Background: an optimization exercise with open tools, aiming at small area. Do not read the settings as production practice.
Only simulation tests tie the RTL to the original design; equivalence was not proved.
Power is estimated from default activity; no workload was simulated.

==> design/flow/design.v <==
`timescale 1ns/10ps
module CannyEdge(dAddrRegRow, dAddrRegCol, bWE, bCE, InData, OutData,
	OPMode, bOPEnable, dReadReg, dWriteReg, clk, rst_b);
	input      [2:0] dAddrRegRow, dAddrRegCol;
	input            bWE, bCE;
	input      [7:0] InData;
	output reg [7:0] OutData;
	input      [2:0] OPMode;
	input            bOPEnable;
	input      [3:0] dReadReg, dWriteReg;
	input            clk, rst_b;
	function [16:0] rca;
		input [15:0] a, b;
		input        ci;
		integer k;
		reg c;
		begin
			c = ci;
			for (k = 0; k < 16; k = k + 1) begin
				rca[k] = a[k] ^ b[k] ^ c;
				c = (a[k] & b[k]) | (c & (a[k] ^ b[k]));
			end
			rca[16] = c;
		end
	endfunction
	function geq;
		input [15:0] a, b;
		integer k;
		reg c;
		begin
			c = 1'b1;
			for (k = 0; k < 16; k = k + 1)
				c = (a[k] & ~b[k]) | (c & (a[k] | ~b[k]));
			geq = c;
		end
	endfunction
	function [9:0] mag;
		input [10:0] v;
		integer k;
		reg o;
		begin
			o = 1'b0;
			for (k = 0; k < 10; k = k + 1) begin
				mag[k] = v[k] ^ (v[10] & o);
				o = o | v[k];
			end
		end
	endfunction
	wire wr    = ~bCE & ~bWE;
	wire rd    = ~bCE &  bWE;
	wire run   =  bCE & ~bOPEnable;
	wire run_g = run & (OPMode == 3'd0);
	wire run_s = run & (OPMode == 3'd1);
	wire run_n = run & (OPMode == 3'd2);
	wire run_h = run & (OPMode == 3'd3);
	wire wr_x  = wr & (dWriteReg == 4'd0);
	wire wr_y  = wr & (dWriteReg == 4'd1);
	wire wr_z  = wr & (dWriteReg == 4'd2);
	reg  [7:0]  X [0:24];
	reg  [24:0] xv;           
	reg  [1:0]  yc;           
	reg  [7:0]  z1;           
	reg  [14:0] accG;         
	reg  [10:0] accX, accY;   
	reg  [7:0]  Out_gf, Out_gradient;
	reg  [1:0]  Out_dir;      
	reg         Out_bThres;
	wire [1:0] p = {yc[1] ^ run_h, yc[0]};
	reg  [7:0] nA, nB;
	reg        zA, zB;
	reg  [1:0] aR, aC, bR, bC;
	always @* begin
		case (p)
			2'd0: begin nA = X[7];  nB = X[5];  zA = z1[4]; zB = z1[3]; aR = 1; aC = 2; bR = 1; bC = 0; end
			2'd1: begin nA = X[2];  nB = X[10]; zA = z1[2]; zB = z1[5]; aR = 0; aC = 2; bR = 2; bC = 0; end
			2'd2: begin nA = X[1];  nB = X[11]; zA = z1[1]; zB = z1[6]; aR = 0; aC = 1; bR = 2; bC = 1; end
			default: begin nA = X[0]; nB = X[12]; zA = z1[0]; zB = z1[7]; aR = 0; aC = 0; bR = 2; bC = 2; end
		endcase
	end
	wire [7:0] cen = X[6];
	wire keep = geq({8'd0, cen}, {8'd0, nA}) & geq({8'd0, cen}, {8'd0, nB});
	wire selA = (nA != 8'd0);
	wire [1:0] nR = keep ? (selA ? aR : bR) : 2'd1;
	wire [1:0] nC = keep ? (selA ? aC : bC) : 2'd1;
	wire [2:0] cr = run_n ? {1'b0, nR} : dAddrRegRow;
	wire [2:0] cc = run_n ? {1'b0, nC} : dAddrRegCol;
	wire [4:0] rs, cs;
	genvar g;
	generate
		for (g = 0; g < 5; g = g + 1) begin : dec
			assign rs[g] = (cr == g);
			assign cs[g] = (cc == g);
		end
	endgenerate
	reg [7:0] ov;
	reg       of;
	integer i, j;
	always @* begin
		ov = 8'd0;
		of = 1'b0;
		for (i = 0; i < 5; i = i + 1)
			for (j = 0; j < 5; j = j + 1) begin
				ov = ov | (X[i*5+j] & {8{rs[i] & cs[j]}});
				of = of | (xv[i*5+j] & rs[i] & cs[j]);
			end
	end
	wire [7:0] old = ov & {8{of}};
	wire [7:0] nv  = InData & {8{~bCE}};    
	wire       chg = wr_x | run_n;
	wire [16:0] dsum = rca({8'd0, nv}, {8'hff, ~old}, 1'b1);
	reg        pc;           
	reg [8:0]  d;            
	reg [1:0]  qgp, qgq;     
	reg [2:0]  qsx, qsy;
	reg [1:0] gp, gq;    
	reg [2:0] sx, sy;    
	always @* begin
		gp = 2'd0; gq = 2'd0; sx = 3'd0; sy = 3'd0;
		case ({cr, cc})
			{3'd0,3'd0}: begin gp = 0; gq = 0; sx = 5; sy = 1; end
			{3'd0,3'd1}: begin gp = 1; gq = 1;         sy = 2; end
			{3'd0,3'd2}: begin gp = 1; gq = 0; sx = 1; sy = 1; end
			{3'd0,3'd3}: begin gp = 1; gq = 1; end
			{3'd0,3'd4}: begin gp = 0; gq = 0; end
			{3'd1,3'd0}: begin gp = 1; gq = 1; sx = 6; end
			{3'd1,3'd1}: begin gp = 2; gq = 1; end
			{3'd1,3'd2}: begin gp = 2; gq = 2; sx = 2; end
			{3'd1,3'd3}: begin gp = 2; gq = 1; end
			{3'd1,3'd4}: begin gp = 1; gq = 1; end
			{3'd2,3'd0}: begin gp = 1; gq = 0; sx = 5; sy = 5; end
			{3'd2,3'd1}: begin gp = 2; gq = 2;         sy = 6; end
			{3'd2,3'd2}: begin gp = 3; gq = 0; sx = 1; sy = 5; end
			{3'd2,3'd3}: begin gp = 2; gq = 2; end
			{3'd2,3'd4}: begin gp = 1; gq = 0; end
			{3'd3,3'd0}: begin gp = 1; gq = 1; end
			{3'd3,3'd1}: begin gp = 2; gq = 1; end
			{3'd3,3'd2}: begin gp = 2; gq = 2; end
			{3'd3,3'd3}: begin gp = 2; gq = 1; end
			{3'd3,3'd4}: begin gp = 1; gq = 1; end
			{3'd4,3'd0}: begin gp = 0; gq = 0; end
			{3'd4,3'd1}: begin gp = 1; gq = 1; end
			{3'd4,3'd2}: begin gp = 1; gq = 0; end
			{3'd4,3'd3}: begin gp = 1; gq = 1; end
			{3'd4,3'd4}: begin gp = 0; gq = 0; end
			default: ;
		endcase
	end
	wire [14:0] de = {{6{d[8]}}, d};
	wire [14:0] gP = ~pc ? 15'd0 :
	                 (qgp == 2'd0) ? de :
	                 (qgp == 2'd1) ? {de[12:0], 2'b0} :
	                 (qgp == 2'd2) ? {de[11:0], 3'b0} : {de[10:0], 4'b0};
	wire        gN = pc & (qgq == 2'd1);
	wire [14:0] gQ = ((~pc || qgq == 2'd0) ? 15'd0 : (qgq == 2'd1) ? de : {de[13:0], 1'b0}) ^ {15{gN}};
	wire [14:0] gs = accG ^ gP ^ gQ;
	wire [14:0] gc = (accG & gP) | (accG & gQ) | (gP & gQ);
	wire [16:0] gS = rca({1'b0, gs}, {gc, 1'b0}, gN);
	wire [10:0] d11 = {{2{d[8]}}, d};
	wire        nX = pc & qsx[2];
	wire        nY = pc & qsy[2];
	wire [10:0] tX = ((~pc || qsx[1:0] == 2'd0) ? 11'd0 : (qsx[1:0] == 2'd1) ? d11 : {d11[9:0], 1'b0}) ^ {11{nX}};
	wire [10:0] tY = ((~pc || qsy[1:0] == 2'd0) ? 11'd0 : (qsy[1:0] == 2'd1) ? d11 : {d11[9:0], 1'b0}) ^ {11{nY}};
	wire [16:0] xS = rca({5'd0, accX}, {5'd0, tX}, nX);
	wire [16:0] yS = rca({5'd0, accY}, {5'd0, tY}, nY);
	wire        sgx = accX[10], sgy = accY[10];
	wire [9:0]  ax = mag(accX), ay = mag(accY);
	wire [16:0] gsum = rca({6'd0, ax}, {6'd0, ay}, 1'b0);
	wire [16:0] ws = rca({4'd0, 1'b0, ay, 1'b0}, {4'd0, ~{2'b0, ax}}, 1'b0);
	wire        c1 = ws[11];
	wire        c2 = ~geq({6'd0, ws[11:2]}, {6'd0, ax});
	wire [1:0]  dir = c1 ? 2'd0 : c2 ? ((sgx == sgy) ? 2'd1 : 2'd3) : 2'd2;
	wire bth = (cen >= 8'd15) ||
	           ((cen > 8'd10) && ((nA >= 8'd15) || (nB >= 8'd15) || zA || zB));
	always @(posedge clk or negedge rst_b) begin
		if (!rst_b) begin
			xv   <= 25'd0;
			pc   <= 1'b0;
			accG <= 15'd0;
			accX <= 11'd0;
			accY <= 11'd0;
		end else begin
			for (i = 0; i < 5; i = i + 1)
				for (j = 0; j < 5; j = j + 1)
					if (chg & rs[i] & cs[j]) xv[i*5+j] <= 1'b1;
			pc   <= chg;
			accG <= gS[14:0];
			accX <= xS[10:0];
			accY <= yS[10:0];
		end
	end
	always @(posedge clk) begin
		d   <= dsum[8:0];
		qgp <= gp;
		qgq <= gq;
		qsx <= sx;
		qsy <= sy;
		for (i = 0; i < 5; i = i + 1)
			for (j = 0; j < 5; j = j + 1)
				if (chg & rs[i] & cs[j]) X[i*5+j] <= nv;
		if (wr_y && dAddrRegRow == 3'd1 && dAddrRegCol == 3'd1)
			yc <= (InData == 8'd0)  ? 2'd0 :
			      (InData == 8'd45) ? 2'd1 :
			      (InData == 8'd90) ? 2'd2 : 2'd3;
		if (wr_z)
			case ({dAddrRegRow, dAddrRegCol})
				{3'd0,3'd0}: z1[0] <= (InData == 8'd1);
				{3'd0,3'd1}: z1[1] <= (InData == 8'd1);
				{3'd0,3'd2}: z1[2] <= (InData == 8'd1);
				{3'd1,3'd0}: z1[3] <= (InData == 8'd1);
				{3'd1,3'd2}: z1[4] <= (InData == 8'd1);
				{3'd2,3'd0}: z1[5] <= (InData == 8'd1);
				{3'd2,3'd1}: z1[6] <= (InData == 8'd1);
				{3'd2,3'd2}: z1[7] <= (InData == 8'd1);
				default: ;
			endcase
		if (run_g) Out_gf <= accG[14:7];
		if (run_s) begin
			Out_gradient <= gsum[10:3];
			Out_dir <= dir;
		end
		if (run_h) Out_bThres <= bth;
		if (rd)
			case (dReadReg)
				4'd0: OutData <= Out_gf;
				4'd1: OutData <= Out_gradient;
				4'd2: OutData <= (Out_dir == 2'd0) ? 8'd0 :
				                 (Out_dir == 2'd1) ? 8'd45 :
				                 (Out_dir == 2'd2) ? 8'd90 : 8'd135;
				4'd3: OutData <= ov;
				4'd4: OutData <= {7'd0, Out_bThres};
				default: ;
			endcase
	end
endmodule
==> design/flow/run.sh <==
#!/bin/bash
# synth_recipe.tcl (not shown) runs the flow's synth.tcl, then flattens the netlist and writes it again
# the make line also repeats each setting of config.mk as NAME=value (left out here)
make -C /OpenROAD-flow-scripts/flow DESIGN_CONFIG=/design/flow/config.mk WORK_HOME=/design/flow/orfs CLKGATE_MAP_FILE= SYNTH_SCRIPT=/design/flow/synth_recipe.tcl finish
==> design/flow/config.mk <==
export PLATFORM = sky130hd
export DESIGN_NAME = CannyEdge
export DESIGN_NICKNAME = CannyEdge
export VERILOG_FILES = /design/flow/design.v
export SDC_FILE = /design/flow/constraint.sdc
export NUM_CORES = 4
export LEC_CHECK = 0
export ABC_AREA = 1
export CAP_MARGIN = 20
export CORE_MARGIN = 2
export CORE_UTILIZATION = 60
export CTS_BUF_LIST = sky130_fd_sc_hd__clkbuf_4
export GPL_TIMING_DRIVEN = 0
export PLACE_DENSITY = 0.75
export SLEW_MARGIN = 20
==> design/flow/constraint.sdc <==
create_clock -name core_clock -period 12.0 [get_ports {clk}]
set_input_delay 2.4000 -clock core_clock [delete_from_list [all_inputs] [get_ports {clk}]]
set_output_delay 2.4000 -clock core_clock [all_outputs]
set_load 0.01 [all_outputs]
==> out/qor.csv, run 1 <==
metric,value,unit
synthFlopType,edfxtp_1,
p_leak,0.00809,uW
final_nets,1937,
p_sw,940,uW
postPlaceCellArea,0.0177,mm2
boundaryPins,38,
synth_seq_cells,318,
peakVddDrop,0.101,mV
period_share,76.8,%
fillCellCount,2084,
yosysWarnings,2,
port_buffers,36,
cts_resized,0,
cp_slowest_cell,clkdlybuf4s50_1,
die_area,0.0291,mm2
antenna_found_initial,1,
setup.worst_path.end_class,flip-flop,
routed_wl,44.9,mm
syn_to_final_growth,13.2,%
slew_viol_final,0,
run_status,finished clean,
layout_commonest_cell,nand2_1,
syn-cell-area,0.0166,mm2
syn_inst,1701,
yosysSeqAreaShare,54.4,%
fmax,109,MHz
avgViaCountPerCell,5.53,
final_cell_mix,"465 x nand2_1, 247 x inv_1, 237 x edfxtp_1, 139 x nor2_1, 134 x clkbuf_4",
skew,0.0810,ns
die-height,171,um
cts_sinks,318,
htree_levels,3,
cts_buffers,82,
path_clk_slew,0.07,ns
vias,12600,
rsz0062_at_grt,false,
synth.distinct_cells,59,
multi_input_area,0.00661,mm2
combPwrFrac,23.3,%
dr.pass1.iters,8,
slew_headroom,30.7,%
drc,0,
tightest_slew,1.04,ns
regArea,0.00905,mm2
fin_crit,9.22,ns
sw_frac_of_total,31.3,%
power_frac_seq,44.2,%
power_density,159,mW/mm2
cap_violations,0,
dpl.hpwl,33.3,mm
cts_tree,done,
insertion_delay,0.76,ns
grt_pass1_wl,68.5,mm
arrival,9.81,ns
grt_pass1_vias,12200,
gr-total-overflow,0,
final_cell_area,0.0188,mm2
clock_path_buffers,3,
wl_per_cell,19.8,um
avgSynthCellArea,9.78,um2
initial_core_util,61.4,%
drive_gt1_share,14.8,%
dieWidth,171,um
cts_hold_buf,0,
cp.required,12.60,ns
final_antenna_net_count,0,
gp_congestion,0.945,
crit_type,in -> reg,
synth-edff-count,237,
pwr-share-clk,32.5,%
start_kind,input pin,
synth-async-reset-ratio,19.8,%
crit_fanout,10,
grt_max_degree,40,
min-delay-path-class,reg -> reg,
grt_usage,32.0,%
cts_setup_buffers,0,
design.core.area,0.0271,mm2
setup_viol,0,
drtIter0Drc,1484,
slowest_delay,0.56,ns
tns,0,ns
hold_viol,0,
row_count,60,
p_int,2060,uW
root_buffer,clkbuf_4,
[cells in the mapped netlist (all sizes together) (2+ instances only)]
| master | instances | area [um2] |
|---|---|---|
| o31ai | 4 | 30.0 |
| o21ai | 82 | 414 |
| inv | 264 | 996 |
| nand3 | 66 | 400 |
| dfxtp | 18 | 360 |
| dfrtp | 63 | 1580 |
| xnor2 | 3 | 26.3 |
| o41ai | 2 | 17.5 |
| a31o | 2 | 17.5 |
| clkbuf | 10 | 37.5 |
| a31oi | 3 | 18.8 |
| a21oi | 51 | 259 |
| buf | 6 | 53.8 |
| edfxtp | 237 | 7120 |
| nor2 | 177 | 830 |
| fa | 67 | 1340 |
| o21a | 2 | 15.0 |
| ha | 11 | 138 |
| nor4 | 10 | 68.8 |
| nand2 | 485 | 1910 |
| xor2 | 45 | 394 |
| or2 | 23 | 144 |
| nor3 | 16 | 80.1 |
| nand4 | 19 | 140 |
| o22ai | 14 | 87.6 |
| a22oi | 4 | 30.0 |
| o211ai | 3 | 22.5 |
[power groups by stage]
stage | logic, uW | clock network, uW | registers (uW)
floorplan | 513 | 0 | 1330
global placement | 645 | 0 | 1350
detailed placement | 699 | 0 | 1350
CTS | 702 | 985 | 1320
global route | 804 | 1030 | 1330
finish | 697 | 975 | 1330
[cell type report]
cell class	count	share of cell area, %
plain buffers	16	0.485
well taps	372	2.47
clock buffers	134	5.34
multi-input cells	1103	35.1
inverters	264	5.29
diodes	1	0.0133
clock inverters	18	0.624
flip-flops and latches	318	48.1
repair buffers	44	2.63
[flip-flops by register name (all words and copies together) (netlist names), 9 cells and up]
register and cells:
X 200, accG 15, accX 11, accY 11, d 9, xv 25
[cells by family after synthesis]
logic type | Yosys count | share of synthesized area [%]
fa+ha+maj | 78 | 8.89
simple gates | 800 | 21.6
flops | 318 | 54.4
xor+xnor | 48 | 2.53
compound gates | 177 | 6.01
buf+inv | 280 | 6.54
[path summary, 6_finish.rpt]
path | end | from | cells past startpoint | slack, ns
max | d[7] | OPMode[0] | 41 | 2.78
min | Out_gf[5] | accG[12] | 0 | 0.45
max reg2reg | accG[14] | qgq[1] | 26 | 3.94
min reg2reg | Out_gf[5] | accG[12] | 0 | 0.45
max in group asynchronous | accY[6] | rst_b | 2 | 9.76
min in group asynchronous | xv[15] | rst_b | 1 | 1.57
[per-layer routing]
layer	vias up	wire length, um	global-route usage [%]
met5	-	0	0
met2	696	19700	47.8
li1	5819	-	-
met1	5938	18500	46.2
met4	0	1680	12.7
met3	109	5020	7.12
[critical path, delay by kind of cell]
| family | cells | cell delay [ns] |
|---|---|---|
| adders and majority gates | 8 | 2.97 |
| buffers and inverters | 6 | 1.02 |
| and+or+nand+nor | 25 | 3.23 |
| AOI/OAI and AO/OA | 2 | 0.18 |
[per-stage QoR]
stage                     instances  total power (uW)  hold WS, ns  utilization [%]  worst slack, ns
after floorplan                1701              1850        0.419                -             3.90
after global placement         2109              1990        0.434             64.4             2.26
after CTS                      2269              3010        0.449             69.5             2.93
final                          2270              3000        0.450             69.5             2.78
after global routing           2270              3170        0.472             69.5             2.51
after detailed placement       2117              2050        0.445             65.4             2.22
==> run 2: changes to the inputs <==
--- a/design/flow/config.mk
+++ b/design/flow/config.mk
@@ -7,3 +7,2 @@
 export LEC_CHECK = 0
-export ABC_AREA = 1
 export CAP_MARGIN = 20
@@ -11,3 +10,4 @@
 export CORE_UTILIZATION = 60
-export CTS_BUF_LIST = sky130_fd_sc_hd__clkbuf_4
+export CTS_BUF_LIST = sky130_fd_sc_hd__clkbuf_8
+export CTS_CLUSTER_SIZE = 20
 export GPL_TIMING_DRIVEN = 0
==> out/qor.csv, run 2 <==
metric,value,unit,change
run_status,finished clean,,
gr-total-overflow,0,,unchanged
initial_core_util,61.3,%,about the same
netlist_top_cells_count,"237 x edfxtp_1, 144 x nand2_1, 135 x inv_1",,
synth_area_leaders,"edfxtp_1 43%, dfrtp_1 9.5%, fa_1 8.1%",,
hold_viol,0,,unchanged
min-delay-path-class,reg -> reg,,
slew_viol_final,0,,unchanged
drive_gt1_share,11.7,%,-3.1 points
avgViaCountPerCell,6.43,,+16%
synth_top_area_cell,edfxtp_1,,
root_buffer,clkbuf_8,,
cts_buffers,51,,-38%
setup_viol,0,,unchanged
final_nets,1615,,-17%
grt_usage,34.8,%,+2.7 points
power_density,137,mW/mm2,-14%
cts_resized,0,,unchanged
syn_inst,1413,,-17%
sw_frac_of_total,27.3,%,-4.1 points
start_kind,input pin,,
cts_hold_buf,0,,unchanged
die_area,0.0291,mm2,about the same
synth-async-reset-ratio,19.8,%,unchanged
path_clk_slew,0.06,ns,about the same
setup_slack,1.50,ns,-1.28 ns
clock_path_buffers,3,,unchanged
slew_headroom,19.0,%,-12 points
avgSynthCellArea,11.8,um2,+20%
syn_to_final_growth,12.1,%,
dieWidth,170,um,about the same
worstHoldPathCells,1,,+1
synth_seq_cells,318,,unchanged
drtIter0Drc,1910,,+29%
p_sw,697,uW,-26%
cts_tree,done,,
arrival,10.98,ns,+1.17 ns
synth-edff-count,237,,unchanged
crit_fanout,10,,unchanged
synth_top_area_share,42.8,%,about the same
period_share,87.5,%,+11 points
synth_most_common_cell,edfxtp_1,,
final_cell_area,0.0186,mm2,-1.0%
routed_wl,49.4,mm,+10%
skew,0.0337,ns,-0.0472 ns
boundaryPins,38,,unchanged
peakVddDrop,0.119,mV,+18%
final_cell_mix,"237 x edfxtp_1, 153 x inv_1, 144 x nand2_1, 78 x nor2_1, 70 x o21ai_0",,
p_leak,0.00707,uW,-13%
final_antenna_net_count,0,,unchanged
htree_levels,2,,-1
power_frac_seq,49.7,%,+5.5 points
yosysSeqAreaShare,54.5,%,about the same
crit_start,OPMode[1],,
p_int,1860,uW,-9.8%
synth.distinct_cells,89,,+51%
largest_reg_flops,200,,unchanged
stdcell_count,1922,,-15%
fmax,95.3,MHz,-12%
place_ws,1.21,ns,-1.02 ns
syn-cell-area,0.0166,mm2,about the same
dpl.hpwl,36.0,mm,+7.9%
fin_crit,10.50,ns,+1.28 ns
wl_per_cell,25.7,um,+30%
grt_pass1_wl,73.2,mm,+6.9%
placed_cells,1826,,-14%
drc,0,,unchanged
cap_violations,0,,unchanged
antenna_found_initial,1,,unchanged
regMostFlops,X,,
timing.rr.start,yc[1],,
setup.worst_path.end_class,flip-flop,,
postPlaceCellArea,0.0176,mm2,-0.64%
dr.pass1.iters,8,,unchanged
insertion_delay,0.61,ns,-0.15 ns
pwr-share-clk,36.9,%,+4.4 points
grt_pass1_vias,11900,,-2.0%
tightest_slew,1.21,ns,+0.175 ns
cts_setup_buffers,0,,unchanged
port_buffers,33,,-8.3%
design.core.area,0.0271,mm2,unchanged
top_regs,"X: 200 flops, xv: 25 flops, accG: 15 flops",,
reg2reg_depth,25,,-3.8%
r2r-end,d[7],,
synthFlopType,edfxtp_1,,
cts_sinks,318,,unchanged
tns,0,ns,unchanged
combPwrFrac,13.5,%,-9.8 points
vias,12400,,-1.7%
crit_type,in -> reg,,
r2r_slack,3.59,ns,-0.35 ns
layout_commonest_cell,edfxtp_1,,
row_count,60,,unchanged
gp_congestion,1.01,,+6.7%
cp.required,12.49,ns,-0.11 ns
cp-endpoint,d[7],,
rsz0062_at_grt,false,,
grt_max_degree,42,,+5.0%
yosysWarnings,2,,unchanged
die-height,170,um,about the same
## run 2: changes by cell type in the layout (fill, tap and decap cells not counted), sizes merged, moves of 16 or more
cell | before | now
nand3 | 66 | 33
mux2i | 0 | 21
nand2b | 0 | 17
nand2 | 485 | 145
clkbuf | 144 | 110
a22oi | 4 | 26
nor3 | 16 | 40
mux4 | 0 | 16
nor2 | 177 | 80
inv | 267 | 157
xor2 | 45 | 19
xnor2 | 3 | 28
and3 | 1 | 21
## run 2: how the worst min path moves through the flow
| stage | from | end | slack (ns) |
|---|---|---|---|
| after floorplan | accG[7] | Out_gf[0] | 0.42 |
| after global placement | xv[0] | xv[0] | 0.45 |
| after detailed placement | xv[12] | xv[12] | 0.45 |
| after CTS | xv[12] | xv[12] | 0.47 |
| after global routing | xv[15] | xv[15] | 0.48 |
| final | xv[12] | xv[12] | 0.47 |
## run 2: power by group through the flow
stage | Combinational (uW) | Sequential (uW) | Clock, uW
finish | 344 | 1270 | 941
global route | 389 | 1270 | 986
CTS | 342 | 1270 | 941
detailed placement | 339 | 1290 | 0
global placement | 319 | 1290 | 0
floorplan | 234 | 1270 | 0
## run 2: worst max-delay path, cell delays in order
cell and delay, ns:
clkdlybuf4s50_1 0.60, and4bb_1 0.33, a21boi_2 0.15, nor2_4 0.39, mux4_2 0.65, o21ai_0 0.34, o311ai_1 0.22, o21ai_1 0.34
buf_2 0.28, a31oi_1 0.33, a221oi_1 0.73, nand2_1 0.22, a21oi_1 0.15, nor4bb_1 0.33, buf_2 0.25, nor2_1 0.06
ha_1 0.19, fa_1 0.41, fa_1 0.43, fa_1 0.44, fa_1 0.40, inv_1 0.09, fa_1 0.16, inv_1 0.05
fa_1 0.41, fa_1 0.55, inv_1 0.04
## run 2: routing by layer
metal | GRT usage [%] | wire length (um) | vias to the layer above
met5 | 0 | 0 | -
met4 | 11.8 | 1750 | 0
met3 | 8.84 | 6800 | 138
met2 | 50.0 | 20900 | 900
met1 | 52.0 | 19900 | 5993
li1 | - | - | 5322
## run 2: cells by family after synthesis
logic type                 count (synthesis)  synth area share, %
AOI/OAI and AO/OA                        277                 11.6
xor gates and xnor gates                  47                 2.48
adders and majority gates                 87                 9.44
buffers and inverters                    201                 4.68
DFF                                      318                 54.5
muxes                                     47                 4.13
and+or+nand+nor                          436                 13.2
## run 2: area by class of cell
class / instances / area [um2]
Clock inverter: 39 / 256
Clock buffer: 56 / 771
Sequential cell: 318 / 9050
Buffer: 64 / 264
Antenna cell: 1 / 2.50
Inverter: 137 / 514
Timing Repair Buffer: 41 / 418
Tap cell: 372 / 465
Fill cell: 1995 / 8460
Multi-Input combinational cell: 894 / 6900
## run 2: per-stage QoR
step / hold slack [ns] / total power (uW) / util [%]
6_report: 0.468 / 2550 / 68.8
5_1_grt: 0.479 / 2650 / 68.8
4_1_cts: 0.467 / 2550 / 68.7
3_5_place_dp: 0.453 / 1630 / 64.9
3_3_place_gp: 0.446 / 1610 / 64.3
2_1_floorplan: 0.425 / 1510 / -
==> run 3: changes to the inputs <==
--- a/design/flow/config.mk
+++ b/design/flow/config.mk
@@ -9,7 +9,8 @@
 export CORE_MARGIN = 2
-export CORE_UTILIZATION = 60
-export CTS_BUF_LIST = sky130_fd_sc_hd__clkbuf_8
-export CTS_CLUSTER_SIZE = 20
+export CORE_UTILIZATION = 70
+export CTS_BUF_LIST = sky130_fd_sc_hd__clkbuf_16
+export CTS_CLUSTER_DIAMETER = 100
+export CTS_CLUSTER_SIZE = 25
 export GPL_TIMING_DRIVEN = 0
-export PLACE_DENSITY = 0.75
+export PLACE_DENSITY = 0.8
 export SLEW_MARGIN = 20
==> out/qor.csv, run 3 <==
metric,value,unit,change
layout_commonest_cell,edfxtp_1,,
cts_tree,done,,
cts_setup_buffers,0,,unchanged
cap_violations,0,,unchanged
root_buffer,clkbuf_16,,
p_leak,0.00675,uW,-4.6%
reg2reg_depth,25,,unchanged
power_density,125,mW/mm2,-8.8%
slowest_delay,0.82,ns,+0.09 ns
design.core.area,0.0234,mm2,-14%
crit_type,in -> reg,,
yosysWarnings,2,,unchanged
dieWidth,158,um,-7.2%
drive_gt1_share,8.78,%,-3.0 points
boundaryPins,38,,unchanged
final_cell_area,0.0180,mm2,-3.3%
vias,12400,,+0.63%
holdCritStartpoint,accG[13],,
wl_per_cell,27.7,um,+7.7%
grt_pass1_wl,72.9,mm,-0.41%
timing.rr.start,yc[0],,
insertion_delay,0.53,ns,-0.08 ns
clock_path_buffers,3,,unchanged
synth_area_leaders,"edfxtp_1 43%, dfrtp_1 9.5%, fa_1 8.1%",,
cpMostUsedCell,fa_1,,
place_ws,1.08,ns,-0.125 ns
syn_inst,1413,,unchanged
fmax,93.4,MHz,-2.0%
final_cell_mix,"237 x edfxtp_1, 144 x inv_1, 144 x nand2_1, 77 x nor2_1, 70 x o21ai_0",,
fin_crit,10.71,ns,+0.210 ns
cp_top_family,adder cells,,
htree_levels,1,,-1
gr-usage-met1,58.3,%,+6.4 points
regMostFlops,X,,
whs_endpoint,Out_gf[6],,
die-height,158,um,-7.2%
final_nets,1579,,-2.2%
yosysSeqAreaShare,54.5,%,unchanged
fillCellCount,1538,,-23%
grt.busiest_layer,met2,,
worstHoldPathCells,0,,-1
synth_most_common_cell,edfxtp_1,,
slew_headroom,23.3,%,+4.3 points
use_met3,12.9,%,+4.1 points
grt_max_degree,37,,-12%
row_count,56,,-6.7%
grtUsageMet2,59.6,%,+9.6 points
dr.pass1.iters,7,,-1
avgSynthCellArea,11.8,um2,unchanged
syn_to_final_growth,8.49,%,
cts_sinks,318,,unchanged
cp.required,12.42,ns,-0.07 ns
tns,0,ns,unchanged
grt_pass1_vias,11800,,-1.0%
port_buffers,33,,unchanged
skew,0.0195,ns,-0.0143 ns
die_area,0.0250,mm2,-14%
setup.worst_path.end_class,flip-flop,,
initial_core_util,71.0,%,+9.7 points
avgViaCountPerCell,6.91,,+7.5%
cts_hold_buf,0,,unchanged
gp_congestion,1.06,,+4.6%
peakVddDrop,0.172,mV,+44%
grt_usage,40.7,%,+6.0 points
synth_top_area_share,42.8,%,unchanged
drtIter0Drc,2017,,+5.6%
regArea,0.00905,mm2,unchanged
multi_input_area,0.00690,mm2,about the same
start_kind,input pin,,
synth-edff-count,237,,unchanged
synth_seq_cells,318,,unchanged
period_share,89.2,%,+1.8 points
cts_buffers,16,,-69%
r2r-end,d[7],,
gr-total-overflow,0,,unchanged
synth_top_area_cell,edfxtp_1,,
antenna_found_initial,0,,-1
cp_slowest_cell,nor4_1,,
synth-async-reset-ratio,19.8,%,unchanged
setup_viol,0,,unchanged
run_status,finished clean,,
synthFlopType,edfxtp_1,,
min-delay-path-class,reg -> reg,,
slew_viol_final,0,,unchanged
arrival,11.12,ns,+0.14 ns
diodes,0,,-1
top_regs,"X: 200 flops, xv: 25 flops, accG: 15 flops",,
synth.distinct_cells,89,,unchanged
final_antenna_net_count,0,,unchanged
cts_resized,0,,unchanged
fin_hold_ws,0.468,ns,-0.000186 ns
syn-cell-area,0.0166,mm2,unchanged
crit_fanout,10,,unchanged
setup_slack,1.29,ns,-0.210 ns
rsz0062_at_grt,false,,
drc,0,,unchanged
netlist_top_cells_count,"237 x edfxtp_1, 144 x nand2_1, 135 x inv_1",,
routed_wl,49.8,mm,+0.83%
power.total,2250,uW,-12%
largest_reg_flops,200,,unchanged
path_clk_slew,0.10,ns,+0.04 ns
postPlaceCellArea,0.0175,mm2,-0.40%
tightest_slew,1.15,ns,-0.0613 ns
dpl.hpwl,36.5,mm,+1.5%
crit_buf_inv,8,,+2
hold_viol,0,,unchanged
r2r_slack,3.50,ns,-0.09 ns
## run 3: final cells by class
cell class,count,share of cell area [%]
timing repair buffer,40,2.30
tap,319,2.21
clock inverter,10,0.215
sequential,318,50.2
multi-input combinational,894,38.3
clock buffer,18,2.50
buffer,64,1.46
inverter,137,2.85
## run 3: through the flow
stage	std cells	utilization, %
2_1_floorplan	1413	-
3_3_place_gp	1765	74.1
3_5_place_dp	1772	74.9
4_1_cts	1800	77.0
5_1_grt	1800	77.1
6_report	1800	77.1
## run 3: power by group
group | switching (uW) | internal (uW)
registers | 36.7 | 1230
clock network | 352 | 273
logic | 230 | 129
total | 619 | 1630
## run 3: kinds of logic (layout without fill, tap and decap cells)
kind of cell / after synthesis / after routing / synth area share (%)
simple gates: 436 / 436 / 13.2
flops: 318 / 318 / 54.5
compound gates: 277 / 277 / 11.6
buf+inv: 201 / 269 / 4.68
fa+ha+maj: 87 / 87 / 9.44
xor+xnor: 47 / 47 / 2.48
mux: 47 / 47 / 4.13
## run 3: worst max-delay path by stage
stage	startpoint	endpoint	cells after the start
global placement	OPMode[0]	d[7]	25
floorplan	OPMode[2]	d[7]	26
CTS	OPMode[0]	d[7]	25
detailed placement	OPMode[0]	d[7]	25
global route	OPMode[0]	d[7]	25
finish	OPMode[0]	d[7]	26
## run 3: per-layer routing
| metal | vias up | part of all wire, % |
|---|---|---|
| met3 | 168 | 15 |
| met2 | 1037 | 43 |
| met4 | 0 | 4.4 |
| met5 | - | 0 |
| met1 | 6004 | 37 |
| li1 | 5222 | - |
==> run 4: changes to the inputs <==
--- a/design/flow/config.mk
+++ b/design/flow/config.mk
@@ -10,6 +10,6 @@
 export CORE_UTILIZATION = 70
-export CTS_BUF_LIST = sky130_fd_sc_hd__clkbuf_16
-export CTS_CLUSTER_DIAMETER = 100
-export CTS_CLUSTER_SIZE = 25
-export GPL_TIMING_DRIVEN = 0
+export CTS_BUF_LIST = sky130_fd_sc_hd__clkbuf_8
+export CTS_CLUSTER_DIAMETER = 80
+export CTS_CLUSTER_SIZE = 16
+export GPL_TIMING_DRIVEN = 1
 export PLACE_DENSITY = 0.8
==> out/qor.csv, run 4 <==
metric,value,unit,change
peakVddDrop,0.118,mV,-31%
regArea,0.00905,mm2,unchanged
die-height,158,um,unchanged
final_nets,1550,,-1.8%
hold_viol,0,,unchanged
cts_setup_buffers,0,,unchanged
multi_input_area,0.00682,mm2,-1.2%
dpl.hpwl,37.7,mm,+3.1%
syn-cell-area,0.0166,mm2,unchanged
avgSynthCellArea,11.8,um2,unchanged
slew_headroom,16.8,%,-6.5 points
final_cell_mix,"237 x edfxtp_1, 151 x inv_1, 144 x nand2_1, 79 x nor2_1, 70 x o21ai_0",,
setup_slack,1.70,ns,+0.402 ns
synth_most_common_cell,edfxtp_1,,
dieWidth,158,um,unchanged
setup.worst_path.end_class,flip-flop,,
insertion_delay,0.61,ns,+0.08 ns
cap_violations,0,,unchanged
power_density,122,mW/mm2,-2.3%
regMostFlops,X,,
port_buffers,37,,+12%
cp.required,12.50,ns,+0.08 ns
cts_tree,done,,
wl_per_cell,29.1,um,+5.3%
row_count,56,,unchanged
sw_frac_of_total,28.5,%,+1.1 points
yosysSeqAreaShare,54.5,%,unchanged
syn_to_final_growth,6.92,%,
synth-edff-count,237,,unchanged
routed_wl,51.8,mm,+4.0%
p_int,1550,uW,-5.1%
synth_top_area_cell,edfxtp_1,,
combPwrFrac,16.7,%,+0.8 points
crit_type,in -> reg,,
skew,0.0372,ns,+0.0177 ns
synth_top_area_share,42.8,%,unchanged
clock_path_buffers,3,,unchanged
pwr-share-clk,24.8,%,-2.9 points
die_area,0.0250,mm2,unchanged
avgViaCountPerCell,7.04,,+1.9%
diodes,0,,unchanged
p_leak,0.00673,uW,-0.29%
syn_inst,1413,,unchanged
place_ws,1.16,ns,+0.0786 ns
run_status,finished clean,,
slew_viol_final,0,,unchanged
largest_reg_flops,200,,unchanged
fmax,97.1,MHz,+3.9%
grt_usage,42.9,%,+2.2 points
design.core.area,0.0234,mm2,unchanged
layout_commonest_cell,edfxtp_1,,
htree_levels,1,,unchanged
synth_seq_cells,318,,unchanged
cts_resized,0,,unchanged
r2r_slack,3.92,ns,+0.42 ns
rsz0062_at_grt,false,,
synthFlopType,edfxtp_1,,
synth.distinct_cells,89,,unchanged
start_kind,input pin,,
power_frac_seq,58.5,%,+2.2 points
gr-total-overflow,0,,unchanged
netlist_top_cells_count,"237 x edfxtp_1, 144 x nand2_1, 135 x inv_1",,
p_sw,619,uW,about the same
cts_hold_buf,0,,unchanged
drive_gt1_share,8.92,%,+0.14 points
antenna_found_initial,0,,unchanged
synth-async-reset-ratio,19.8,%,unchanged
initial_core_util,71.0,%,unchanged
top_regs,"X: 200 flops, xv: 25 flops, accG: 15 flops",,
drtIter0Drc,2012,,-0.25%
final_antenna_net_count,0,,unchanged
grt_pass1_wl,76.4,mm,+4.7%
boundaryPins,38,,unchanged
tightest_slew,1.24,ns,+0.0936 ns
crit_fanout,14,,+4
min-delay-path-class,reg -> reg,,
fillCellCount,1474,,-4.2%
yosysWarnings,2,,unchanged
drc,0,,unchanged
fin_crit,10.30,ns,-0.402 ns
setup_viol,0,,unchanged
cts_buffers,23,,+7
period_share,85.9,%,-3.4 points
synth_area_leaders,"edfxtp_1 43%, dfrtp_1 9.5%, fa_1 8.1%",,
path_clk_slew,0.11,ns,about the same
cts_sinks,318,,unchanged
gp_congestion,1.02,,-3.0%
grt_max_degree,64,,+73%
arrival,10.80,ns,-0.32 ns
dr.pass1.iters,6,,-1
vias,12500,,+0.57%
grt_pass1_vias,12000,,+1.6%
tns,0,ns,unchanged
root_buffer,clkbuf_8,,
run 4: cell counts after synthesis:
Identical to the previous run, type by type.
run 4: path summary, 6_finish.rpt:
path,startpoint,to,cells after the start
min reg2reg,accG[8],Out_gf[1],0
max in group asynchronous,rst_b,accG[13],2
max reg2reg,yc[1],d[7],24
min,accG[8],Out_gf[1],0
min in group asynchronous,rst_b,xv[6],2
max,bCE,d[7],26
run 4: power by group through the flow:
| stage | registers, uW | clock network, uW | logic (uW) |
|---|---|---|---|
| after detailed placement | 1290 | 0 | 351 |
| after CTS | 1270 | 530 | 356 |
| after global placement | 1290 | 0 | 329 |
| after global routing | 1270 | 567 | 398 |
| final | 1270 | 538 | 363 |
| after floorplan | 1270 | 0 | 234 |
run 4: stage by stage:
| step | hold WS, ns | cells | instance area [um2] | total power, uW | utilization, % |
|---|---|---|---|---|---|
| after floorplan | 0.425 | 1413 | 16600 | 1510 | - |
| after global placement | 0.432 | 1736 | 17400 | 1620 | 74.2 |
| after detailed placement | 0.433 | 1736 | 17400 | 1640 | 74.2 |
| after CTS | 0.455 | 1777 | 17800 | 2150 | 75.9 |
| after global routing | 0.469 | 1777 | 17800 | 2240 | 76.0 |
| final | 0.456 | 1777 | 17800 | 2170 | 76.0 |
run 4: cell families after synthesis:
| kind of cell | Yosys count | synth area share, % |
|---|---|---|
| DFF | 318 | 54.5 |
| muxes | 47 | 4.13 |
| AOI/OAI and AO/OA | 277 | 11.6 |
| xor gates and xnor gates | 47 | 2.48 |
| and+or+nand+nor | 436 | 13.2 |
| adders and majority gates | 87 | 9.44 |
| buffers and inverters | 201 | 4.68 |
run 4: cell type report:
cell class | count | area share (%)
flip-flops and latches | 318 | 50.9
multi-input cells | 894 | 38.3
repair buffers | 68 | 3.36
inverters | 137 | 2.89
well taps | 319 | 2.25
clock buffers | 24 | 1.86
clock inverters | 17 | 0.359
run 4: critical path, stage by stage:
cell             delay, ns
clkdlybuf4s50_1       0.77
nand4bb_4             0.21
or3_1                 0.42
nand2_1               0.47
mux4_2                0.40
o21ai_0               0.35
o311ai_1              0.19
o21ai_1               0.78
a31oi_1               0.43
a221oi_1              0.41
nand2_1               0.16
a21oi_1               0.13
nor4bb_1              0.28
buf_4                 0.20
nor2_1                0.05
ha_1                  0.19
fa_1                  0.42
fa_1                  0.43
fa_1                  0.42
fa_1                  0.39
inv_1                 0.08
fa_1                  0.18
inv_1                 0.06
fa_1                  0.41
fa_1                  0.52
inv_1                 0.04
run 4: metal layers:
layer  track usage (%)  wire [um]  vias up
met5                 0          0        -
met4              15.9       2380        0
met3              12.3       7880      193
met2              62.3      22500     1062
met1              62.6      19000     6090
li1                  -          -     5157
==> run 5: changes to the inputs <==
--- a/design/flow/config.mk
+++ b/design/flow/config.mk
@@ -13,3 +13,3 @@
 export CTS_CLUSTER_SIZE = 16
-export GPL_TIMING_DRIVEN = 1
+export GPL_TIMING_DRIVEN = 0
 export PLACE_DENSITY = 0.8
==> out/qor.csv, run 5 <==
metric,value,unit,change
power.total,2170,uW,-0.16%
boundaryPins,38,,unchanged
gp_congestion,1.06,,+3.1%
die_area,0.0250,mm2,unchanged
cts_setup_buffers,0,,unchanged
final_antenna_net_count,0,,unchanged
syn_to_final_growth,7.95,%,
grt_pass1_vias,11900,,-0.48%
layout_commonest_cell,edfxtp_1,,
synthFlopType,edfxtp_1,,
place_ws,1.08,ns,-0.0786 ns
cp.required,12.51,ns,about the same
vias,12400,,-0.70%
stdcell_count,1814,,+2.1%
skew,0.0392,ns,+0.00203 ns
regMostFlops,X,,
synth-edff-count,237,,unchanged
fin_hold_ws,0.466,ns,+0.0102 ns
synth-async-reset-ratio,19.8,%,unchanged
placed_cells,1772,,+2.1%
run_status,finished clean,,
final_cell_mix,"237 x edfxtp_1, 152 x inv_1, 144 x nand2_1, 78 x nor2_1, 70 x o21ai_0",,
drive_gt1_share,9.03,%,+0.11 points
antenna_found_initial,0,,unchanged
slew_viol_final,0,,unchanged
wl_per_cell,27.5,um,-5.6%
avgViaCountPerCell,6.84,,-2.7%
cts_resized,0,,unchanged
syn-cell-area,0.0166,mm2,unchanged
diodes,0,,unchanged
hold_viol,0,,unchanged
path_clk_slew,0.11,ns,about the same
grt_usage,41.0,%,-1.9 points
largest_reg_flops,200,,unchanged
dieWidth,158,um,unchanged
arrival,11.13,ns,+0.33 ns
yosysSeqAreaShare,54.5,%,unchanged
synth_area_leaders,"edfxtp_1 43%, dfrtp_1 9.5%, fa_1 8.1%",,
drtIter0Drc,1965,,-2.3%
setup_viol,0,,unchanged
initial_core_util,71.0,%,unchanged
tns,0,ns,unchanged
cts_tree,done,,
die-height,158,um,unchanged
rsz0062_at_grt,false,,
final_nets,1586,,+2.3%
synth_top_area_cell,edfxtp_1,,
crit_fanout,10,,-4
fmax,94.2,MHz,-2.9%
setup_slack,1.39,ns,-0.309 ns
yosysWarnings,2,,unchanged
avgSynthCellArea,11.8,um2,unchanged
grt_pass1_wl,73.4,mm,-3.9%
synth_top_area_share,42.8,%,unchanged
p_leak,0.00674,uW,+0.14%
setup.worst_path.end_class,flip-flop,,
netlist_top_cells_count,"237 x edfxtp_1, 144 x nand2_1, 135 x inv_1",,
root_buffer,clkbuf_8,,
r2r_slack,3.53,ns,-0.39 ns
cap_violations,0,,unchanged
port_buffers,33,,-11%
start_kind,input pin,,
design.core.area,0.0234,mm2,unchanged
row_count,56,,unchanged
tightest_slew,1.21,ns,-0.0284 ns
grt_max_degree,37,,-42%
crit_type,in -> reg,,
drc,0,,unchanged
dpl.hpwl,36.5,mm,-3.0%
top_regs,"X: 200 flops, xv: 25 flops, accG: 15 flops",,
power_density,121,mW/mm2,-1.1%
dr.pass1.iters,6,,unchanged
syn_inst,1413,,unchanged
routed_wl,49.9,mm,-3.7%
slew_headroom,18.7,%,+1.9 points
cts_buffers,23,,unchanged
clock_path_buffers,3,,unchanged
synth_seq_cells,318,,unchanged
period_share,88.4,%,+2.6 points
min-delay-path-class,reg -> reg,,
gr-total-overflow,0,,unchanged
synth.distinct_cells,89,,unchanged
cts_sinks,318,,unchanged
synth_most_common_cell,edfxtp_1,,
fin_crit,10.61,ns,+0.309 ns
htree_levels,1,,unchanged
insertion_delay,0.61,ns,about the same
cts_hold_buf,0,,unchanged
peakVddDrop,0.136,mV,+15%
-- run 5: cell count changes in the layout (fill, tap and decap cells not counted), moves of 4 or more --
cell,previous run,this run
nor3_2,3,17
nor3_1,36,22
buf_4,31,5
clkbuf_1,0,51
buf_2,1,8
clkdlybuf4s50_1,36,32
-- run 5: path summary, 6_finish.rpt --
path                            startpoint        end  depth (start not counted)
worst max-delay path             OPMode[0]       d[7]                         26
worst min-delay path              accG[13]  Out_gf[6]                          0
worst max register to register       yc[0]       d[7]                         25
worst min register to register    accG[13]  Out_gf[6]                          0
max in group asynchronous            rst_b    accY[2]                          2
min in group asynchronous            rst_b     xv[15]                          1
-- run 5: final cells by class --
| class | instances | area, um2 |
|---|---|---|
| multi-input combinational | 894 | 6900 |
| clock buffer | 24 | 330 |
| fill | 1552 | 5460 |
| tap | 319 | 399 |
| sequential | 318 | 9050 |
| buffer | 64 | 264 |
| inverter | 137 | 514 |
| timing repair buffer | 40 | 414 |
| clock inverter | 18 | 71.3 |
-- run 5: metal layers --
| metal | wire (um) | GRT usage (%) | vias to the layer above | part of all wire [%] |
|---|---|---|---|---|
| li1 | - | - | 5226 | - |
| met1 | 18400 | 58.1 | 6049 | 37 |
| met2 | 21600 | 60.1 | 980 | 43 |
| met3 | 7750 | 13.5 | 159 | 16 |
| met4 | 2140 | 15.0 | 0 | 4.3 |
| met5 | 0 | 0 | - | 0 |
-- run 5: cell families after synthesis --
logic type / Yosys count / share of synthesized area, %
XOR/XNOR: 47 / 2.48
buffers and inverters: 201 / 4.68
adder cells (fa/ha/maj): 87 / 9.44
multiplexers: 47 / 4.13
AO/OA/AOI/OAI: 277 / 11.6
flip-flops: 318 / 54.5
AND/OR/NAND/NOR: 436 / 13.2
-- run 5: stage by stage --
stage | util (%) | area (um2)
floorplan | - | 16600
global placement | 74.1 | 17400
detailed placement | 74.9 | 17500
CTS | 76.6 | 17900
global route | 76.7 | 17900
finish | 76.7 | 17900
-- run 5: power breakdown --
part / internal (uW) / leakage (uW) / total (uW) / switching [uW]
logic: 128 / 0.00348 / 358 / 230
registers: 1230 / 0.00299 / 1270 / 35.7
clock network: 187 / 0.000263 / 540 / 353
-- run 5: critical path, stage by stage --
cell,delay [ns]
clkdlybuf4s50_1,0.63
inv_1,0.24
o21ai_1,0.36
nand2_1,0.30
buf_4,0.29
a2111oi_0,0.39
a211oi_1,0.10
o311ai_1,0.45
o21ai_1,0.25
buf_2,0.24
nand3_1,0.28
nand2_1,0.38
clkbuf_1,0.43
a32o_1,0.36
nor4_1,0.83
nor2_1,0.17
fa_1,0.43
fa_1,0.42
fa_1,0.43
fa_1,0.40
inv_1,0.08
fa_1,0.16
inv_1,0.06
fa_1,0.41
fa_1,0.57
inv_1,0.06
==> run 6: changes to the inputs <==
==> design/flow/flow/run.sh (new file) <==
#!/bin/bash
# Layout flow: the standard synthesis unchanged, then the standard ORFS
# layout with two changes:
#  - the buffers ABC inserted are removed at floorplan (REMOVE_ABC_BUFFERS);
#    placement repair adds back any that slew, capacitance or timing need;
#  - every input and output port still gets a buffer, but a buf_1 instead of
#    the default clkdlybuf4s50_1.
set -euo pipefail
bash standard.sh synth > synth.log 2>&1
bash standard.sh REMOVE_ABC_BUFFERS=1 "BUFFER_PORTS_ARGS=-buffer_cell sky130_fd_sc_hd__buf_1" finish > layout.log 2>&1
==> design/flow/standard.sh (new file) <==
#!/bin/bash
# synth_recipe.tcl (not shown) runs the flow's synth.tcl, then flattens the netlist and writes it again
# the make line also repeats each setting of config.mk as NAME=value (left out here)
make -C /OpenROAD-flow-scripts/flow DESIGN_CONFIG=/design/flow/config.mk WORK_HOME=/design/flow/orfs CLKGATE_MAP_FILE= SYNTH_SCRIPT=/design/flow/synth_recipe.tcl "${@:-finish}"
removed: design/flow/run.sh
==> out/qor.csv, run 6 <==
metric,value,unit,change
min-delay-path-class,reg -> reg,,
cts_tree,done,,
rsz0062_at_grt,false,,
r2r_slack,2.59,ns,-0.94 ns
placed_cells,1717,,-3.1%
dr.pass1.iters,6,,unchanged
dieWidth,158,um,unchanged
synth_area_leaders,"edfxtp_1 43%, dfrtp_1 9.5%, fa_1 8.1%",,
run_status,finished clean,,
fillCellCount,1606,,+3.5%
regMostFlops,X,,
port_buffers,37,,+12%
tightest_slew,1.15,ns,-0.0696 ns
yosysWarnings,2,,unchanged
design.core.area,0.0234,mm2,unchanged
synthFlopType,edfxtp_1,,
die_area,0.0250,mm2,unchanged
slew_headroom,23.4,%,+4.7 points
cap_violations,0,,unchanged
initial_core_util,71.0,%,unchanged
syn_to_final_growth,5.64,%,
dpl.hpwl,34.1,mm,-6.8%
peakVddDrop,0.125,mV,-8.0%
stdcell_count,1759,,-3.0%
crit_type,in -> reg,,
r2r-end,d[7],,
cp_top_family,adder cells,,
final_nets,1531,,-3.5%
cts_sinks,318,,unchanged
insertion_delay,0.59,ns,-0.02 ns
grt_max_degree,39,,+5.4%
tns,0,ns,unchanged
yosysSeqAreaShare,54.5,%,unchanged
die-height,158,um,unchanged
syn-cell-area,0.0166,mm2,unchanged
drive_gt1_share,9.10,%,+0.073 points
utilization,75.0,%,-1.6 points
synth-edff-count,237,,unchanged
root_buffer,clkbuf_8,,
synth_simple_gate_area_share,13.2,%,unchanged
timing.rr.start,yc[1],,
synth_xor_area_share,2.48,%,unchanged
path_clk_slew,0.10,ns,about the same
start_kind,input pin,,
synthAdderAreaFrac,9.44,%,unchanged
cpMostUsedCell,fa_1,,
synth_top_area_share,42.8,%,unchanged
crit_buf_inv,4,,-4
period_share,95.7,%,+7.2 points
hold_viol,0,,unchanged
avgViaCountPerCell,6.72,,-1.8%
power_density,120,mW/mm2,-0.43%
syn_inst,1413,,unchanged
reg2reg_depth,23,,-8.0%
synthMuxAreaShare,4.13,%,unchanged
final_antenna_net_count,0,,unchanged
cts_hold_buf,0,,unchanged
setup_viol,0,,unchanged
synth_compound_area_share,11.6,%,unchanged
setup.worst_path.end_class,flip-flop,,
crit_fanout,14,,+4
cts_setup_buffers,0,,unchanged
layout_commonest_cell,edfxtp_1,,
boundaryPins,38,,unchanged
routed_wl,46.3,mm,-7.1%
final_cell_area,0.0176,mm2,-2.1%
vias,11800,,-4.8%
arrival,11.95,ns,+0.82 ns
cts_resized,0,,unchanged
fmax,87.1,MHz,-7.6%
cts_buffers,23,,unchanged
place_ws,0.209,ns,-0.872 ns
synth_most_common_cell,edfxtp_1,,
top_regs,"X: 200 flops, xv: 25 flops, accG: 15 flops",,
synth_top_area_cell,edfxtp_1,,
synth-async-reset-ratio,19.8,%,unchanged
slowest_delay,0.91,ns,+0.08 ns
multi_input_area,0.00691,mm2,+0.24%
postPlaceCellArea,0.0172,mm2,-2.1%
final_cell_mix,"237 x edfxtp_1, 153 x inv_1, 144 x nand2_1, 76 x nor2_1, 70 x o21ai_0",,
antenna_found_initial,1,,+1
whs_endpoint,Out_gf[5],,
synth.distinct_cells,89,,unchanged
grt_usage,38.6,%,-2.4 points
cp.required,12.48,ns,-0.03 ns
wl_per_cell,26.3,um,-4.2%
slew_viol_final,0,,unchanged
skew,0.0284,ns,-0.0108 ns
worstHoldPathCells,0,,unchanged
netlist_top_cells_count,"237 x edfxtp_1, 144 x nand2_1, 135 x inv_1",,
gr-total-overflow,0,,unchanged
cp_slowest_cell,nor4bb_2,,
row_count,56,,unchanged
synth_seq_cells,318,,unchanged
htree_levels,1,,unchanged
clock_path_buffers,3,,unchanged
gp_congestion,1.03,,-2.0%
grt_pass1_vias,11600,,-2.6%
setup_slack,0.521,ns,-0.867 ns
avgSynthCellArea,11.8,um2,unchanged
p_leak,0.00656,uW,-2.5%
drc,0,,unchanged
largest_reg_flops,200,,unchanged
holdCritStartpoint,accG[12],,
regArea,0.00905,mm2,about the same
fin_crit,11.48,ns,+0.867 ns
synth_top_family_by_area,simple AND/OR/NAND/NOR gates,,
grt_pass1_wl,69.5,mm,-5.3%
drtIter0Drc,1540,,-22%
[run 6: kinds of logic (layout without fill, tap and decap cells)]
group                    count (synthesis)  after routing
AO/OA/AOI/OAI                          277            277
flip-flops                             318            318
multiplexers                            47             47
XOR/XNOR                                47             47
buffers and inverters                  201            227
other                                    0              1
adder cells (fa/ha/maj)                 87             87
AND/OR/NAND/NOR                        436            436
[run 6: how the worst max path moves through the flow]
stage,end,depth (start not counted),start,slack [ns]
finish,d[7],25,bCE,0.52
global route,d[7],25,bCE,0.25
CTS,d[7],25,bCE,0.79
detailed placement,d[7],25,bCE,0.21
global placement,d[7],25,bCE,-0.05
floorplan,d[7],24,OPMode[2],2.45
[run 6: cell type report]
cell class / instances / share of cell area (%)
well taps: 319 / 2.27
multi-input cells: 894 / 39.4
clock buffers: 23 / 1.80
clock inverters: 18 / 0.385
repair buffers: 49 / 1.66
diodes: 1 / 0.0143
inverters: 137 / 2.93
flip-flops and latches: 318 / 51.6
[run 6: through the flow]
stage                     hold WS, ns  power [uW]
final                           0.457        2110
after global routing            0.475        2200
after CTS                       0.460        2110
after detailed placement        0.436        1610
after global placement          0.430        1590
after floorplan                 0.425        1500
[run 6: power breakdown]
| part | switching [uW] | total, uW | leakage (uW) | internal (uW) |
|---|---|---|---|---|
| Clock | 340 | 519 | 0.000261 | 180 |
| Sequential | 34.9 | 1270 | 0.00299 | 1230 |
| Combinational | 209 | 325 | 0.00332 | 116 |
[run 6: per-layer routing]
| metal | routed length [um] | global-route usage (%) | vias to the layer above |
|---|---|---|---|
| li1 | - | - | 5120 |
| met1 | 16600 | 50.1 | 5734 |
| met2 | 21600 | 61.4 | 786 |
| met3 | 5390 | 9.69 | 176 |
| met4 | 2760 | 19.1 | 0 |
| met5 | 0 | 0 | - |
==> run 7: changes to the inputs <==
==> design/flow/flow/run.sh (replaced) <==
#!/bin/bash
# Layout flow: the standard synthesis unchanged, then the standard ORFS
# layout with these changes:
#  - the buffers ABC inserted are removed at floorplan (REMOVE_ABC_BUFFERS);
#    placement repair adds back any that slew, capacitance or timing need;
#  - every input and output port still gets a buffer, but a buf_1 instead of
#    the default clkdlybuf4s50_1;
#  - clock tree: no dummy loads;
#  - after global routing, cells on paths with slack are downsized
#    (RECOVER_POWER).
set -euo pipefail
bash standard.sh synth > synth.log 2>&1
bash standard.sh REMOVE_ABC_BUFFERS=1 \
  "BUFFER_PORTS_ARGS=-buffer_cell sky130_fd_sc_hd__buf_1" \
  "CTS_ARGS=-sink_clustering_enable -repair_clock_nets -sink_clustering_size 16 -sink_clustering_max_diameter 80 -buf_list sky130_fd_sc_hd__clkbuf_8 -dont_use_dummy_load" \
  RECOVER_POWER=100 \
  finish > layout.log 2>&1
==> out/qor.csv, run 7 <==
metric,value,unit,change
synth.distinct_cells,89,,unchanged
antenna_found_initial,1,,unchanged
dr.pass1.iters,7,,+1
timing.rr.start,yc[1],,
reg2reg_depth,24,,+4.3%
synthFlopType,edfxtp_1,,
syn_inst,1413,,unchanged
cts_sinks,318,,unchanged
top_regs,"X: 200 flops, xv: 25 flops, accG: 15 flops",,
routed_wl,46.4,mm,+0.17%
failed_checks,"max-capacitance violations, max-slew violations",,
tightest_slew,2.62,ns,+1.47 ns
fillCellCount,1644,,+2.4%
port_buffers,37,,unchanged
grt_usage,38.7,%,+0.092 points
design.core.area,0.0234,mm2,unchanged
syn_to_final_growth,4.14,%,
synth-async-reset-ratio,19.8,%,unchanged
clock_path_buffers,3,,unchanged
p_leak,0.00640,uW,-2.5%
setup_viol,0,,unchanged
period_share,95.7,%,about the same
largest_reg_flops,200,,unchanged
insertion_delay,0.58,ns,about the same
dpl.hpwl,34.1,mm,unchanged
peakVddDrop,0.123,mV,-2.1%
grt_pass1_wl,69.7,mm,+0.19%
layout_commonest_cell,edfxtp_1,,
cts_tree,done,,
grt_pass1_vias,11600,,-0.18%
r2r_slack,2.49,ns,-0.10 ns
whs_endpoint,Out_gf[5],,
syn-cell-area,0.0166,mm2,unchanged
synth_top_area_cell,edfxtp_1,,
fmax,87.0,MHz,about the same
setup.worst_path.end_class,flip-flop,,
final_nets,1531,,unchanged
holdCritStartpoint,accG[12],,
min-delay-path-class,reg -> reg,,
hold_viol,0,,unchanged
drtIter0Drc,1437,,-6.7%
drive_gt1_share,6.83,%,-2.3 points
postPlaceCellArea,0.0172,mm2,unchanged
drc,0,,unchanged
synth_most_common_cell,edfxtp_1,,
htree_levels,1,,unchanged
arrival,11.96,ns,about the same
start_kind,input pin,,
crit_fanout,15,,+1
gr-total-overflow,0,,unchanged
multi_input_area,0.00678,mm2,-1.9%
final_antenna_net_count,0,,unchanged
final_cell_area,0.0173,mm2,-1.4%
vias,11800,,-0.12%
worstHoldPathCells,0,,unchanged
setup_slack,0.510,ns,-0.0109 ns
synth_top_area_share,42.8,%,unchanged
slew_headroom,-74.9,%,-98 points
cap_violations,4,,+4
yosysWarnings,2,,unchanged
yosysSeqAreaShare,54.5,%,unchanged
regMostFlops,X,,
gp_congestion,1.03,,unchanged
root_buffer,clkbuf_8,,
place_ws,0.209,ns,unchanged
power_density,120,mW/mm2,+0.16%
cts_buffers,23,,unchanged
regArea,0.00905,mm2,about the same
run_status,failed layout checks,,
crit_type,in -> reg,,
synth_seq_cells,318,,unchanged
slew_viol_final,95,,+95
cp.required,12.47,ns,about the same
wl_per_cell,26.6,um,+1.1%
skew,0.0250,ns,-0.00350 ns
final_cell_mix,"237 x edfxtp_1, 144 x nand2_1, 136 x inv_1, 76 x nor2_1, 71 x o21ai_0",,
avgSynthCellArea,11.8,um2,unchanged
boundaryPins,38,,unchanged
synth-edff-count,237,,unchanged
rsz0062_at_grt,false,,
die_area,0.0250,mm2,unchanged
synth_area_leaders,"edfxtp_1 43%, dfrtp_1 9.5%, fa_1 8.1%",,
path_clk_slew,0.09,ns,about the same
initial_core_util,71.0,%,unchanged
grt_max_degree,39,,unchanged
cts_hold_buf,0,,unchanged
netlist_top_cells_count,"237 x edfxtp_1, 144 x nand2_1, 135 x inv_1",,
r2r-end,d[7],,
fin_crit,11.49,ns,+0.0109 ns
tns,0,ns,unchanged
dieWidth,158,um,unchanged
cts_resized,0,,unchanged
cts_setup_buffers,0,,unchanged
avgViaCountPerCell,6.77,,+0.86%
row_count,56,,unchanged
die-height,158,um,unchanged
## run 7: per-stage QoR
step | cells | hold slack [ns] | util [%] | total power (uW)
global route | 1740 | 0.474 | 74.0 | 2170
global placement | 1705 | 0.430 | 72.2 | 1590
detailed placement | 1717 | 0.436 | 73.3 | 1610
finish | 1742 | 0.456 | 74.0 | 2080
CTS | 1740 | 0.459 | 74.7 | 2090
floorplan | 1349 | 0.425 | - | 1500
## run 7: metal layers
layer  up-vias  wire, um  GRT usage, %
met3       180      5490          9.17
met4         0      2780          19.5
li1       5104         -             -
met5         -         0             0
met2       777     21700          61.4
met1      5741     16400          50.6
## run 7: critical path, stage by stage
cell	delay, ns
clkbuf_1	0.47
nand4bb_4	0.24
or3_1	0.45
nand2_1	0.65
mux4_2	0.41
maj3_1	0.40
o221ai_1	0.39
o21ai_0	0.51
nand3_1	0.77
a21oi_2	0.23
buf_8	0.23
and2_0	0.20
a221oi_1	0.39
nor4bb_2	0.88
nor2_1	0.09
ha_1	0.24
fa_1	0.42
fa_1	0.44
fa_1	0.43
fa_1	0.40
inv_1	0.08
fa_1	0.16
inv_1	0.06
fa_1	0.42
fa_1	0.53
inv_1	0.04
## run 7: how the worst max path moves through the flow
stage	cells after the start	startpoint	to	slack, ns
floorplan	24	OPMode[2]	d[7]	2.45
global placement	25	bCE	d[7]	-0.05
detailed placement	25	bCE	d[7]	0.21
CTS	25	bCE	d[7]	0.79
global route	25	bCE	d[7]	0.23
finish	26	bCE	d[7]	0.51
## run 7: kinds of logic (layout without fill, tap and decap cells)
group	count (synthesis)	count (layout)	share of synthesized area, %
AOI/OAI and AO/OA	277	277	11.6
xor gates and xnor gates	47	47	2.48
adders and majority gates	87	87	9.44
buffers and inverters	201	209	4.68
DFF	318	318	54.5
muxes	47	47	4.13
other	0	2	0
and+or+nand+nor	436	436	13.2
## run 7: layout make-up
class	instances	share of cell area, %
Clock buffer	23	1.83
Inverter	137	2.97
Multi-Input combinational cell	894	39.2
Timing Repair Buffer	49	1.39
Sequential cell	318	52.3
Tap cell	319	2.31
Antenna cell	2	0.0289
## run 7: report_power, final
group / switching, uW / internal (uW)
Clock: 324 / 172
Combinational: 208 / 114
Sequential: 35.0 / 1230
==> run 8: changes to the inputs <==
--- a/design/flow/flow/run.sh
+++ b/design/flow/flow/run.sh
@@ -8,5 +8,6 @@
 #  - clock tree: no dummy loads;
-#  - after global routing, cells on paths with slack are downsized
-#    (RECOVER_POWER).
+#  - before global routing, cells on paths with slack are downsized and the
+#    slew and capacitance repair is run again (flow/pre_grt.tcl).
 set -euo pipefail
+here=$(pwd)
 bash standard.sh synth > synth.log 2>&1
@@ -15,3 +16,3 @@
   "CTS_ARGS=-sink_clustering_enable -repair_clock_nets -sink_clustering_size 16 -sink_clustering_max_diameter 80 -buf_list sky130_fd_sc_hd__clkbuf_8 -dont_use_dummy_load" \
-  RECOVER_POWER=100 \
+  "PRE_GLOBAL_ROUTE_TCL=$here/flow/pre_grt.tcl" \
   finish > layout.log 2>&1
==> design/flow/flow/pre_grt.tcl (new file) <==
# Before global routing: downsize cells on paths with slack, then repair
# any slew or capacitance that the downsizing broke, and legalize.
puts "pre_grt hook: power recovery"
estimate_parasitics -placement
report_wns
repair_timing -recover_power 100 -verbose
repair_design -slew_margin $::env(SLEW_MARGIN) -cap_margin $::env(CAP_MARGIN) -verbose
set_placement_padding -global \
  -left $::env(CELL_PAD_IN_SITES_DETAIL_PLACEMENT) \
  -right $::env(CELL_PAD_IN_SITES_DETAIL_PLACEMENT)
detailed_placement
check_placement -verbose
estimate_parasitics -placement
report_wns
==> out/qor.csv, run 8 <==
metric,value,unit,change
run_status,finished clean,,
arrival,11.96,ns,about the same
wl_per_cell,26.6,um,about the same
tightest_slew,1.14,ns,-1.47 ns
regArea,0.00905,mm2,about the same
synth-edff-count,237,,unchanged
yosysWarnings,2,,unchanged
synthFlopType,edfxtp_1,,
grt_max_degree,39,,unchanged
drive_gt1_share,8.06,%,+1.2 points
gr-total-overflow,0,,unchanged
gp_congestion,1.03,,unchanged
synth_top_area_cell,edfxtp_1,,
slowest_delay,0.61,ns,-0.27 ns
setup_slack,0.516,ns,+0.00533 ns
synth_most_common_cell,edfxtp_1,,
die_area,0.0250,mm2,unchanged
final_nets,1536,,+0.33%
drtIter0Drc,1582,,+10%
peakVddDrop,0.122,mV,-0.14%
yosysSeqAreaShare,54.5,%,unchanged
synth_area_leaders,"edfxtp_1 43%, dfrtp_1 9.5%, fa_1 8.1%",,
final_cell_area,0.0174,mm2,+0.72%
final_antenna_net_count,0,,unchanged
slew_viol_final,0,,-100%
htree_levels,1,,unchanged
dpl.hpwl,34.1,mm,unchanged
stdcell_count,1746,,+0.23%
cp.required,12.47,ns,about the same
setup.worst_path.end_class,flip-flop,,
cp_top_family,adder cells,,
largest_reg_flops,200,,unchanged
period_share,95.7,%,about the same
port_buffers,37,,unchanged
multi_input_area,0.00683,mm2,+0.76%
fin_crit,11.48,ns,-0.00533 ns
min-delay-path-class,reg -> reg,,
avgSynthCellArea,11.8,um2,unchanged
path_clk_slew,0.09,ns,about the same
start_kind,input pin,,
top_regs,"X: 200 flops, xv: 25 flops, accG: 15 flops",,
fillCellCount,1618,,-1.6%
place_ws,0.209,ns,unchanged
row_count,56,,unchanged
slew_headroom,23.6,%,+98 points
antenna_found_initial,1,,unchanged
grt_pass1_wl,69.7,mm,about the same
synth.distinct_cells,89,,unchanged
clock_path_buffers,3,,unchanged
syn_to_final_growth,4.89,%,
cts_sinks,318,,unchanged
hold_viol,0,,unchanged
vias,11800,,-0.19%
design.core.area,0.0234,mm2,unchanged
power_density,120,mW/mm2,-0.47%
dieWidth,158,um,unchanged
routed_wl,46.5,mm,+0.25%
crit_buf_inv,6,,+1
final_cell_mix,"237 x edfxtp_1, 144 x nand2_1, 136 x inv_1, 76 x nor2_1, 71 x o21ai_0",,
synth_seq_cells,318,,unchanged
grt_pass1_vias,11600,,+0.10%
root_buffer,clkbuf_8,,
cp_slowest_cell,nand2_1,,
fmax,87.1,MHz,about the same
placed_cells,1717,,unchanged
crit_type,in -> reg,,
rsz0062_at_grt,false,,
die-height,158,um,unchanged
cts_tree,done,,
cts_setup_buffers,0,,unchanged
syn_inst,1413,,unchanged
-- run 8: cell counts after synthesis --
No cell type changed its count.
-- run 8: logic make-up after synthesis --
family / Yosys count / synth area share (%)
compound gates: 277 / 11.6
xor+xnor: 47 / 2.48
fa+ha+maj: 87 / 9.44
buf+inv: 201 / 4.68
flops: 318 / 54.5
mux: 47 / 4.13
simple gates: 436 / 13.2
-- run 8: final cells by class --
class	count	area share (%)
Timing Repair Buffer	54	1.82
Multi-Input combinational cell	894	39.2
Tap cell	319	2.29
Sequential cell	318	51.9
Inverter	137	2.95
Clock buffer	23	1.82
Antenna cell	1	0.0144
-- run 8: power by group --
group	switching, uW	leakage [uW]	internal [uW]
Sequential	35.4	0.00299	1230
Clock	325	0.000165	172
Combinational	209	0.00330	116
Total	570	0.00645	1520
-- run 8: through the flow --
step / hold slack, ns / total power, uW / setup TNS, ns
5_1_grt: 0.474 / 2170 / 0
6_report: 0.456 / 2090 / 0
4_1_cts: 0.459 / 2090 / 0
2_1_floorplan: 0.425 / 1500 / 0
3_3_place_gp: 0.430 / 1590 / -0.0539
3_5_place_dp: 0.436 / 1610 / 0
-- run 8: path summary, 6_finish.rpt --
check                          from        end  slack [ns]  cells past startpoint
setup / recovery                bCE       d[7]        0.52                     27
hold / removal             accG[12]  Out_gf[5]        0.46                      0
setup reg to reg              yc[1]       d[7]        2.79                     25
hold reg to reg            accG[12]  Out_gf[5]        0.46                      0
max in group asynchronous     rst_b      xv[5]        9.46                      3
min in group asynchronous     rst_b    accX[8]        1.76                      1
-- run 8: worst reg2reg max path: stages (launching register included) --
cell and delay [ns]:
edfxtp_1 0.53, or3_1 0.49, nand2_1 0.61, mux4_2 0.42
maj3_1 0.40, o221ai_1 0.40, o21ai_0 0.34, clkbuf_2 0.26
nand3_1 0.58, a21oi_1 0.36, buf_8 0.26, and2_0 0.21
a221oi_1 0.41, nor4bb_4 0.58, nor2_1 0.09, ha_1 0.22
fa_1 0.42, fa_1 0.44, fa_1 0.43, fa_1 0.40
inv_1 0.08, fa_1 0.16, inv_1 0.05, fa_1 0.42
fa_1 0.53, inv_1 0.04
-- run 8: metal layers --
layer  wire length [um]  GRT usage (%)
met2              21700           61.6
met1              16800           50.4
met4               2830           19.3
met3               5160           9.23
met5                  0              0

Check on run 8: ideal ports give 0.516 ns setup slack; a clkbuf_16 on the clock port and buf_2 on the inputs give 0.540 ns; moving port delays by the midpoint clock arrival (0.609 ns) as well gives -0.069 ns.
